This design comes from an exercise in tuning for small area and a short achievable clock period on the open sky130 flow, not from production work.
Where RTL was checked, it was by simulation tests only, not by an equivalence proof against the original.
Power figures rest on the tool's default switching activity, not on a simulated workload.

==> inputs of v24 <==
## ecliptic_top
module ecliptic_top
  (
   input wire          clk,
   input wire          nrst,
   input wire [31:0]   src1,
   input wire [31:0]   src2,
   input wire          bop_req,
   input wire [1:0]    bop_op,
   output logic [31:0] bop_res,
   output logic        bop_ack,
   input wire          cls_req,
   output logic [9:0]  cls_res,
   output logic        cls_ack,
   input wire          cmp_req,
   input wire [2:0]    cmp_op,
   output logic [31:0] cmp_res,
   output logic        cmp_invalid,
   output logic        cmp_ack,
   input wire          cvtw_req,
   input wire [1:0]    cvtw_rm,
   input wire          cvtw_unsigned,
   output logic [31:0] cvtw_res,
   output logic        cvtw_invalid,
   output logic        cvtw_inexact,
   output logic        cvtw_ack,
   input wire          cvts_req,
   input wire [1:0]    cvts_rm,
   input wire          cvts_unsigned,
   output logic [31:0] cvts_res,
   output logic        cvts_inexact,
   output logic        cvts_ack
   );
  logic bop_sign;
  always_comb begin
    case (bop_op)
      2'b00: bop_sign = src2[31];
      2'b01: bop_sign = ~src2[31];
      2'b10: bop_sign = src1[31] ^ src2[31];
      default: bop_sign = src1[31];
    endcase
  end
  always_ff @(posedge clk) begin
    if (~nrst | ~bop_req) begin
      bop_res <= '0;
      bop_ack <= '0;
    end else begin
      bop_res <= {bop_sign, src1[30:0]};
      bop_ack <= 1'b1;
    end
  end
  logic [2:0] cls_kind_n, cls_kind;
  logic       cls_sg;
  always_comb begin
    if (~|src1[30:23]) cls_kind_n = (~|src1[22:0]) ? 3'd1 : 3'd2;    
    else if (~&src1[30:23]) cls_kind_n = 3'd3;                        
    else if (~|src1[22:0]) cls_kind_n = 3'd4;                         
    else cls_kind_n = src1[22] ? 3'd6 : 3'd5;                         
  end
  always_ff @(posedge clk) begin
  ...
export LEC_CHECK = 0
export ABC_AREA = 1
export CAP_MARGIN = 20
export CORE_MARGIN = 2
export CORE_UTILIZATION = 40
export CTS_BUF_LIST = sky130_fd_sc_hd__clkbuf_8
export SETUP_SLACK_MARGIN = 3.9
export SLEW_MARGIN = 20
export SYNTH_HIERARCHICAL = 1
create_clock -name core_clock -period 7.5 [get_ports {clk}]
standard.sh (not shown) runs the stock make flow with config.mk's settings and CLKGATE_MAP_FILE= SYNTH_SCRIPT=/design/flow/synth_recipe.tcl, a recipe that flattens the netlist after the stock synthesis.
==> flow/flow/run.sh <==
#!/bin/bash
# Standard ORFS layout, with plain buf_1 cells as the port buffers
# instead of the default clkdlybuf4s50_1 delay cells.
set -euo pipefail
export BUFFER_PORTS_ARGS="-buffer_cell sky130_fd_sc_hd__buf_1"
bash standard.sh > standard.log 2>&1
==> inputs of v12, as changes to v24 <==
--- a/flow/design.v
+++ b/flow/design.v
@@ -21,72 +21,26 @@
   end
 endmodule
 `default_nettype wire
 `default_nettype none
 module ecliptic_increment
+  #(parameter int W = 32)
   (
-   input wire [31:0]   a,
-   input wire          cin,
-   output logic [31:0] y
+   input wire [W-1:0]   a,
+   input wire           cin,
+   output logic [W-1:0] y
    );
-  logic [31:0] p [0:5];
+  logic [W-1:0] p;
   always_comb begin
-    p[0] = a;
-    for (int l = 0; l < 5; l++) begin
-      for (int i = 0; i < 32; i++) begin
-        if ((i >> l) & 1) p[l+1][i] = p[l][i] & p[l][((i >> l) << l) - 1];
-        else p[l+1][i] = p[l][i];
-      end
-    end
+    p = a;
+    p[0] = a[0] & cin;
+    for (int d = 1; d < W; d = d * 2)
+      for (int i = 2 * d - 1; i < W; i = i + 2 * d) p[i] = p[i] & p[i-d];
+    for (int d = 16; d >= 1; d = d / 2)
+      for (int i = 3 * d - 1; i < W; i = i + 2 * d) p[i] = p[i] & p[i-d];
     y[0] = a[0] ^ cin;
-    for (int i = 1; i < 32; i++) y[i] = a[i] ^ (cin & p[5][i-1]);
-  end
-endmodule
-module ecliptic_converter_to_float
-  (
-   input wire          sg,
-   input wire [7:0]    ex,
-   input wire [22:0]   man,
-   input wire          c,
-   input wire          g,
-   input wire          st,
-   input wire [1:0]    rm,
-   output logic [31:0] res,
-   output logic        inexact
-   );
-  logic        ru, cin, ce;
-  logic [22:0] pm [0:5];
-  logic [7:0]  pe [0:3];
-  always_comb begin
-    case (rm)
-      2'b00: ru = g & (st | man[0]);
-      2'b01: ru = 1'b0;
-      2'b10: ru = sg & (g | st);
-      default: ru = ~sg & (g | st);
-    endcase
-    inexact = g | st;
-    cin = c | ru;
-    pm[0] = man;
-    for (int l = 0; l < 5; l++) begin
-      for (int i = 0; i < 23; i++) begin
-        if ((i >> l) & 1) pm[l+1][i] = pm[l][i] & pm[l][((i >> l) << l) - 1];
-        else pm[l+1][i] = pm[l][i];
-      end
-    end
-    pe[0] = ex;
-    for (int l = 0; l < 3; l++) begin
-      for (int i = 0; i < 8; i++) begin
-        if ((i >> l) & 1) pe[l+1][i] = pe[l][i] & pe[l][((i >> l) << l) - 1];
-        else pe[l+1][i] = pe[l][i];
-      end
-    end
-    ce = cin & pm[5][22];
-    res[31] = sg;
-    res[23] = ex[0] ^ ce;
-    for (int i = 1; i < 8; i++) res[23+i] = ex[i] ^ (ce & pe[3][i-1]);
-    res[0] = man[0] ^ cin;
-    for (int i = 1; i < 23; i++) res[i] = man[i] ^ (cin & pm[5][i-1]);
+    for (int i = 1; i < W; i++) y[i] = a[i] ^ p[i-1];
   end
 endmodule
 `default_nettype wire
 `default_nettype none
 module ecliptic_top
@@ -231,15 +185,17 @@
   logic [7:0]  w_e;
   logic [22:0] w_m;
   logic        w_ge127, w_e126, w_e158, w_ge159, w_nan, w_man_zero;
   logic        w_e127;
   logic [23:0] w_mg;
+  logic [87:0] w_y;
   logic [55:0] w_f;
+  logic [31:0] w_ipx;
+  logic        w_ip0;
   logic [21:0] w_smask;
-  logic [31:0] w_ip;
   logic        w_guard, w_sticky, w_round_up;
-  logic        w_inv_pre, w_force_zero, w_neg, w_inc;
+  logic        w_inv_pre, w_force_zero, w_inc;
   logic        w_satpos;
   logic [31:0] w_sat, w_q_n;
   logic        w_act_n, w_invalid_n, w_inexact_n;
   always_comb begin
     w_s = src1[31];
@@ -251,18 +207,20 @@
     w_e158 = (w_e == 8'd158);
     w_ge159 = w_e[7] & ((|w_e[6:5]) | (&w_e[4:0]));
     w_nan = (&w_e) & ~w_man_zero;
     w_e127 = (w_e == 8'd127);
     w_mg = w_ge127 ? {1'b1, w_m} : 24'd0;
-    w_f = {31'd0, w_mg, 1'b0} << w_e[4:0];
-    w_ip = w_e127 ? 32'd1 : w_f[54:23];
-    w_guard = w_e127 ? w_m[22] : (w_f[22] | w_e126);
+    w_y = {{31{w_s}}, w_mg ^ {24{w_s}}, w_s, {32{w_s}}} << w_e[4:0];
+    w_f = w_y[87:32];
+    w_ipx = w_e127 ? {{31{w_s}}, ~w_s} : w_f[54:23];
+    w_ip0 = w_ipx[0] ^ w_s;
+    w_guard = w_e127 ? w_m[22] : ((w_f[22] ^ w_s) | w_e126);
     w_smask = w_e127 ? 22'h3fffff : (22'h1fffff >> w_e[4:0]);
     w_sticky = (w_ge127 & |(w_m[21:0] & w_smask)) |
                (~w_ge127 & (~w_man_zero | ((|w_e) & ~w_e126)));
     case (cvtw_rm)
-      2'b00: w_round_up = w_guard & (w_sticky | w_ip[0]);
+      2'b00: w_round_up = w_guard & (w_sticky | w_ip0);
       2'b01: w_round_up = 1'b0;
       2'b10: w_round_up = w_s & (w_guard | w_sticky);
       default: w_round_up = ~w_s & (w_guard | w_sticky);
     endcase
     w_inv_pre = w_nan | w_ge159 |
@@ -271,14 +229,13 @@
     w_force_zero = cvtw_unsigned & w_s & ~w_ge127;
     w_invalid_n = w_inv_pre | (w_force_zero & w_round_up);
     w_inexact_n = ~w_invalid_n & (w_guard | w_sticky);
     w_satpos = ~w_s | w_nan;
     w_sat = {cvtw_unsigned ? w_satpos : ~w_satpos, {31{w_satpos}}};
-    w_neg = w_s & ~w_inv_pre & ~w_force_zero;
-    w_inc = w_round_up & ~w_inv_pre & ~w_force_zero;
-    w_q_n = w_inv_pre ? w_sat : (w_ip ^ {32{w_neg}});
-    w_act_n = w_neg ^ w_inc;
+    w_inc = w_round_up & ~w_force_zero;
+    w_q_n = w_inv_pre ? w_sat : w_ipx;
+    w_act_n = ~w_inv_pre & (w_s ^ w_inc);
   end
   logic [31:0] cvtw_q;
   logic        cvtw_act;
   always_ff @(posedge clk) begin
     if (~nrst | ~cvtw_req) begin
@@ -293,11 +250,11 @@
       cvtw_act <= w_act_n;
       cvtw_invalid <= w_invalid_n;
       cvtw_inexact <= w_inexact_n;
     end
   end
-  ecliptic_increment CVTW_INC (.a(cvtw_q), .cin(cvtw_act), .y(cvtw_res));
+  ecliptic_increment #(.W(32)) CVTW_INC (.a(cvtw_q), .cin(cvtw_act), .y(cvtw_res));
   logic        f_s, f_zero, f_bzero;
   logic [31:0] f_b;
   logic [31:0] f_zv [0:5];
   logic [4:0]  f_zc [0:5][0:31];
   logic [4:0]  f_lz;
@@ -338,35 +295,37 @@
       for (int i = 0; i < (16 >> l); i++)
         f_ze[l+1][i] = f_zv[l][2*i+1] ? f_ze[l][2*i+1] : f_ze[l][2*i];
     end
     f_e_n = f_zero ? 8'd0 : (f_bzero ? 8'd126 : f_ze[5][0]);
   end
-  logic [22:0] cvts_man;
-  logic [7:0]  cvts_ex;
-  logic        cvts_c, cvts_g, cvts_st, cvts_sg;
-  logic [1:0]  cvts_mode;
+  logic f_lsb, f_round_up, f_cin;
+  always_comb begin
+    f_lsb = f_t[5][8] ^ f_s;
+    case (cvts_rm)
+      2'b00: f_round_up = f_guard & (f_sticky | f_lsb);
+      2'b01: f_round_up = 1'b0;
+      2'b10: f_round_up = f_s & (f_guard | f_sticky);
+      default: f_round_up = ~f_s & (f_guard | f_sticky);
+    endcase
+    f_cin = f_carry | f_round_up;
+  end
+  logic [30:0] cvts_mag;
+  logic        cvts_cin, cvts_sg;
   always_ff @(posedge clk) begin
     if (~nrst | ~cvts_req) begin
       cvts_ack <= '0;
-      cvts_man <= '0;
-      cvts_ex <= '0;
-      cvts_c <= '0;
-      cvts_g <= '0;
-      cvts_st <= '0;
+      cvts_mag <= '0;
+      cvts_cin <= '0;
       cvts_sg <= '0;
-      cvts_mode <= '0;
+      cvts_inexact <= '0;
     end else begin
       cvts_ack <= 1'b1;
-      cvts_man <= f_t[5][30:8] ^ {23{f_s}};
-      cvts_ex <= f_e_n;
-      cvts_c <= f_carry;
-      cvts_g <= f_guard;
-      cvts_st <= f_sticky;
+      cvts_mag <= {f_e_n, f_t[5][30:8] ^ {23{f_s}}};
+      cvts_cin <= f_cin;
       cvts_sg <= f_s;
-      cvts_mode <= cvts_rm;
+      cvts_inexact <= f_guard | f_sticky;
     end
   end
-  ecliptic_converter_to_float CVTS
-    (.sg(cvts_sg), .ex(cvts_ex), .man(cvts_man), .c(cvts_c), .g(cvts_g), .st(cvts_st),
-     .rm(cvts_mode), .res(cvts_res), .inexact(cvts_inexact));
+  ecliptic_increment #(.W(31)) CVTS_INC (.a(cvts_mag), .cin(cvts_cin), .y(cvts_res[30:0]));
+  assign cvts_res[31] = cvts_sg;
 endmodule
 `default_nettype wire
Settings changed: GPL_ROUTABILITY_DRIVEN from default to 0, GPL_TIMING_DRIVEN from default to 0, SETUP_SLACK_MARGIN 3.9 to 3.7, TNS_END_PERCENT from default to 20.
==> inputs of v21, as changes to v24 <==
--- a/flow/design.v
+++ b/flow/design.v
@@ -21,52 +21,53 @@
   end
 endmodule
 `default_nettype wire
 `default_nettype none
 module ecliptic_increment
+  #(parameter int W = 32)
   (
-   input wire [31:0]   a,
-   input wire          cin,
-   output logic [31:0] y
+   input wire [W-1:0]   a,
+   input wire           cin,
+   output logic [W-1:0] y
    );
-  logic [31:0] p [0:5];
+  logic [W-1:0] p [0:$clog2(W)];
   always_comb begin
     p[0] = a;
-    for (int l = 0; l < 5; l++) begin
-      for (int i = 0; i < 32; i++) begin
+    for (int l = 0; l < $clog2(W); l++) begin
+      for (int i = 0; i < W; i++) begin
         if ((i >> l) & 1) p[l+1][i] = p[l][i] & p[l][((i >> l) << l) - 1];
         else p[l+1][i] = p[l][i];
       end
     end
     y[0] = a[0] ^ cin;
-    for (int i = 1; i < 32; i++) y[i] = a[i] ^ (cin & p[5][i-1]);
+    for (int i = 1; i < W; i++) y[i] = a[i] ^ (cin & p[$clog2(W)][i-1]);
   end
 endmodule
 module ecliptic_converter_to_float
   (
    input wire          sg,
    input wire [7:0]    ex,
    input wire [22:0]   man,
-   input wire          c,
+   input wire          c32,
    input wire          g,
    input wire          st,
    input wire [1:0]    rm,
    output logic [31:0] res,
    output logic        inexact
    );
-  logic        ru, cin, ce;
+  logic        ru;
   logic [22:0] pm [0:5];
   logic [7:0]  pe [0:3];
+  logic        ce;
   always_comb begin
     case (rm)
       2'b00: ru = g & (st | man[0]);
       2'b01: ru = 1'b0;
       2'b10: ru = sg & (g | st);
       default: ru = ~sg & (g | st);
     endcase
     inexact = g | st;
-    cin = c | ru;
     pm[0] = man;
     for (int l = 0; l < 5; l++) begin
       for (int i = 0; i < 23; i++) begin
         if ((i >> l) & 1) pm[l+1][i] = pm[l][i] & pm[l][((i >> l) << l) - 1];
         else pm[l+1][i] = pm[l][i];
@@ -77,16 +78,16 @@
       for (int i = 0; i < 8; i++) begin
         if ((i >> l) & 1) pe[l+1][i] = pe[l][i] & pe[l][((i >> l) << l) - 1];
         else pe[l+1][i] = pe[l][i];
       end
     end
-    ce = cin & pm[5][22];
+    ce = c32 | (ru & pm[5][22]);
     res[31] = sg;
     res[23] = ex[0] ^ ce;
     for (int i = 1; i < 8; i++) res[23+i] = ex[i] ^ (ce & pe[3][i-1]);
-    res[0] = man[0] ^ cin;
-    for (int i = 1; i < 23; i++) res[i] = man[i] ^ (cin & pm[5][i-1]);
+    res[0] = man[0] ^ ru;
+    for (int i = 1; i < 23; i++) res[i] = man[i] ^ (ru & pm[5][i-1]);
   end
 endmodule
 `default_nettype wire
 `default_nettype none
 module ecliptic_top
@@ -229,13 +230,13 @@
   end
   logic        w_s;
   logic [7:0]  w_e;
   logic [22:0] w_m;
   logic        w_ge127, w_e126, w_e158, w_ge159, w_nan, w_man_zero;
-  logic        w_e127;
+  logic [4:0]  w_k;
   logic [23:0] w_mg;
-  logic [55:0] w_f;
+  logic [54:0] w_f;
   logic [21:0] w_smask;
   logic [31:0] w_ip;
   logic        w_guard, w_sticky, w_round_up;
   logic        w_inv_pre, w_force_zero, w_neg, w_inc;
   logic        w_satpos;
@@ -249,16 +250,20 @@
     w_ge127 = w_e[7] | (&w_e[6:0]);
     w_e126 = (w_e == 8'd126);
     w_e158 = (w_e == 8'd158);
     w_ge159 = w_e[7] & ((|w_e[6:5]) | (&w_e[4:0]));
     w_nan = (&w_e) & ~w_man_zero;
-    w_e127 = (w_e == 8'd127);
+    w_k[0] = ~w_e[0];
+    w_k[1] = w_e[1] ^ w_e[0];
+    w_k[2] = w_e[2] ^ (&w_e[1:0]);
+    w_k[3] = w_e[3] ^ (&w_e[2:0]);
+    w_k[4] = w_e[4] ^ (&w_e[3:0]);
     w_mg = w_ge127 ? {1'b1, w_m} : 24'd0;
-    w_f = {31'd0, w_mg, 1'b0} << w_e[4:0];
-    w_ip = w_e127 ? 32'd1 : w_f[54:23];
-    w_guard = w_e127 ? w_m[22] : (w_f[22] | w_e126);
-    w_smask = w_e127 ? 22'h3fffff : (22'h1fffff >> w_e[4:0]);
+    w_f = {31'd0, w_mg} << w_k;
+    w_ip = w_f[54:23];
+    w_guard = w_f[22] | w_e126;
+    w_smask = 22'h3fffff >> w_k;
     w_sticky = (w_ge127 & |(w_m[21:0] & w_smask)) |
                (~w_ge127 & (~w_man_zero | ((|w_e) & ~w_e126)));
     case (cvtw_rm)
       2'b00: w_round_up = w_guard & (w_sticky | w_ip[0]);
       2'b01: w_round_up = 1'b0;
@@ -293,25 +298,34 @@
       cvtw_act <= w_act_n;
       cvtw_invalid <= w_invalid_n;
       cvtw_inexact <= w_inexact_n;
     end
   end
-  ecliptic_increment CVTW_INC (.a(cvtw_q), .cin(cvtw_act), .y(cvtw_res));
-  logic        f_s, f_zero, f_bzero;
-  logic [31:0] f_b;
+  ecliptic_increment #(.W(32)) CVTW_INC (.a(cvtw_q), .cin(cvtw_act), .y(cvtw_res));
+  logic        f_s, f_zero;
+  logic [31:0] f_b, f_a;
+  logic [31:0] f_po [0:5];
   logic [31:0] f_zv [0:5];
   logic [4:0]  f_zc [0:5][0:31];
   logic [4:0]  f_lz;
-  logic [31:0] f_t [0:5];
   logic [6:0]  f_smask;
-  logic [7:0]  f_cmask;
-  logic        f_guard, f_sticky, f_carry;
-  logic [7:0]  f_ze [0:5][0:31];
+  logic [32:0] f_n [0:5];
+  logic        f_guard, f_sticky;
+  logic [7:0]  f_e_tab [0:31];
   logic [7:0]  f_e_n;
   always_comb begin
     f_s = ~cvts_unsigned & src1[31];
     f_zero = ~|src1;
+    f_po[0] = src1;
+    for (int l = 0; l < 5; l++) begin
+      for (int i = 0; i < 32; i++) begin
+        if ((i >> l) & 1) f_po[l+1][i] = f_po[l][i] | f_po[l][((i >> l) << l) - 1];
+        else f_po[l+1][i] = f_po[l][i];
+      end
+    end
+    f_a[0] = src1[0];
+    for (int i = 1; i < 32; i++) f_a[i] = src1[i] ^ (f_s & f_po[5][i-1]);
     f_b = src1 ^ {32{f_s}};
     for (int i = 0; i < 32; i++) begin
       f_zv[0][i] = f_b[i];
       f_zc[0][i] = '0;
     end
@@ -322,51 +336,43 @@
         f_zv[l+1][i] = f_zv[l][2*i+1] | f_zv[l][2*i];
         f_zc[l+1][i] = f_zv[l][2*i+1] ? f_zc[l][2*i+1] : (f_zc[l][2*i] | 5'(1 << l));
       end
     end
     f_lz = f_zc[5][0];
-    f_bzero = ~f_zv[5][0];
-    f_t[0] = src1;
-    for (int l = 0; l < 5; l++) f_t[l+1] = f_lz[4-l] ? (f_t[l] << (16 >> l)) : f_t[l];
+    f_n[0] = {1'b0, f_a};
+    for (int l = 0; l < 5; l++) f_n[l+1] = f_lz[4-l] ? (f_n[l] << (16 >> l)) : f_n[l];
+    f_guard = f_n[5][7];
     f_smask = 7'h7f >> f_lz;
-    f_cmask = 8'hff >> f_lz;
-    f_sticky = |(src1[6:0] & f_smask);
-    f_guard = ~f_lz[4] & ~f_lz[3] & (f_t[5][7] ^ (f_s & f_sticky));
-    f_carry = f_s & ~|(src1[7:0] & f_cmask);
-    for (int i = 0; i < 32; i++) f_ze[0][i] = 8'(127 + i);
-    for (int l = 0; l < 5; l++) begin
-      for (int i = 0; i < 32; i++) f_ze[l+1][i] = '0;
-      for (int i = 0; i < (16 >> l); i++)
-        f_ze[l+1][i] = f_zv[l][2*i+1] ? f_ze[l][2*i+1] : f_ze[l][2*i];
-    end
-    f_e_n = f_zero ? 8'd0 : (f_bzero ? 8'd126 : f_ze[5][0]);
+    f_sticky = |(f_a[6:0] & f_smask);
+    for (int i = 0; i < 32; i++) f_e_tab[i] = 8'(158 - i);
+    f_e_n = f_zero ? 8'd0 : f_e_tab[f_lz];
   end
   logic [22:0] cvts_man;
   logic [7:0]  cvts_ex;
-  logic        cvts_c, cvts_g, cvts_st, cvts_sg;
+  logic        cvts_c32, cvts_g, cvts_st, cvts_sg;
   logic [1:0]  cvts_mode;
   always_ff @(posedge clk) begin
     if (~nrst | ~cvts_req) begin
       cvts_ack <= '0;
       cvts_man <= '0;
       cvts_ex <= '0;
-      cvts_c <= '0;
+      cvts_c32 <= '0;
       cvts_g <= '0;
       cvts_st <= '0;
       cvts_sg <= '0;
       cvts_mode <= '0;
     end else begin
       cvts_ack <= 1'b1;
-      cvts_man <= f_t[5][30:8] ^ {23{f_s}};
+      cvts_man <= f_n[5][30:8];
       cvts_ex <= f_e_n;
-      cvts_c <= f_carry;
+      cvts_c32 <= f_n[5][32];
       cvts_g <= f_guard;
       cvts_st <= f_sticky;
       cvts_sg <= f_s;
       cvts_mode <= cvts_rm;
     end
   end
   ecliptic_converter_to_float CVTS
-    (.sg(cvts_sg), .ex(cvts_ex), .man(cvts_man), .c(cvts_c), .g(cvts_g), .st(cvts_st),
+    (.sg(cvts_sg), .ex(cvts_ex), .man(cvts_man), .c32(cvts_c32), .g(cvts_g), .st(cvts_st),
      .rm(cvts_mode), .res(cvts_res), .inexact(cvts_inexact));
 endmodule
 `default_nettype wire
Settings changed: CTS_BUF_LIST sky130_fd_sc_hd__clkbuf_8 to default, SETUP_SLACK_MARGIN 3.9 to 3.75.
==> results.txt <==
status=finished clean; hold path start=cvts_rm[0]; Initial Utilization=40.40%; Final Non-Filler Cells=2863; met1 global-route usage=42.05%; FILL cells=3208; average cell area after synthesis=5.668 sq um; hold slack final=1.206 ns; Num Clock Sinks=144; vias in the first global route=14.04k
The numbers above come from v24.

==> results.txt <==
average cell area after synthesis=between 6 and 7 sq um; vias in the first global route=13.04k; core area=0.02793 sq mm; Die Y=172.8 um; hold slack final=1.281 ns; Final Non-Filler Cells=2548; FILL cells=2996; status=finished clean; Initial Utilization=40.82%; hold path start=bop_op[0]
The numbers above come from v12.

==> results.txt <==
Num Clock Sinks=around 140; Initial Utilization=40.39%; GR peak layer=met2; hold slack final=1.237 ns; vias in the first global route=13.43k; sequential power share=33.3%; FILL cells=3213; top cells by area, synth=dfxtp_1 24%, nand2_1 18%, nand3_1 11%; CTS tree=yes; register area=0.002884 sq mm; status=finished clean; met1 global-route usage=between 40% and 50%; Ports=approximately 230; average cell area after synthesis=5.848 sq um
The numbers above come from v21.

No functional check of the RTL was part of v24 and v21.

==> static timing again, ports no longer ideal <==
The results above use ideal ports. As a check the final layouts listed here were re-extracted and re-timed, cells and wires unchanged. Step 1 (the two cells are an assumption about what drives the block):
set clk [get_ports {clk}]
set_driving_cell -lib_cell sky130_fd_sc_hd__clkbuf_16 $clk
set_driving_cell -lib_cell sky130_fd_sc_hd__buf_2 [delete_from_list [all_inputs] $clk]
Step 2 times the ports against the registers' clock, not the clock port: input delays grow and output delays shrink by t, the midpoint of the rising clock arrivals with the driver on. Slacks: ideal / step 1 / step 2; pairs: ideal / step 1.
| run | t, ns | setup slack, ns | worst setup path at the end | worst register clock-pin slew, ns | worst data-port slew with drivers (ns) |
|---|---|---|---|---|---|
| v24 | 0.516 | 3.963 / 3.925 / 3.463 | input to register | 0.10 / 0.10 | 0.07 |
| v12 | 0.510 | 3.774 / 3.744 / 3.259 | input to register | 0.09 / 0.09 | 0.08 |
| v21 | 0.492 | 3.827 / 3.839 / 3.346 | input to register | 0.07 / 0.07 | 0.05 |
After both steps setup and hold are still met in every run listed. For v12, which loses most, drivers alone change the setup slack by -0.030 ns; drivers and shift together by -0.515 ns.
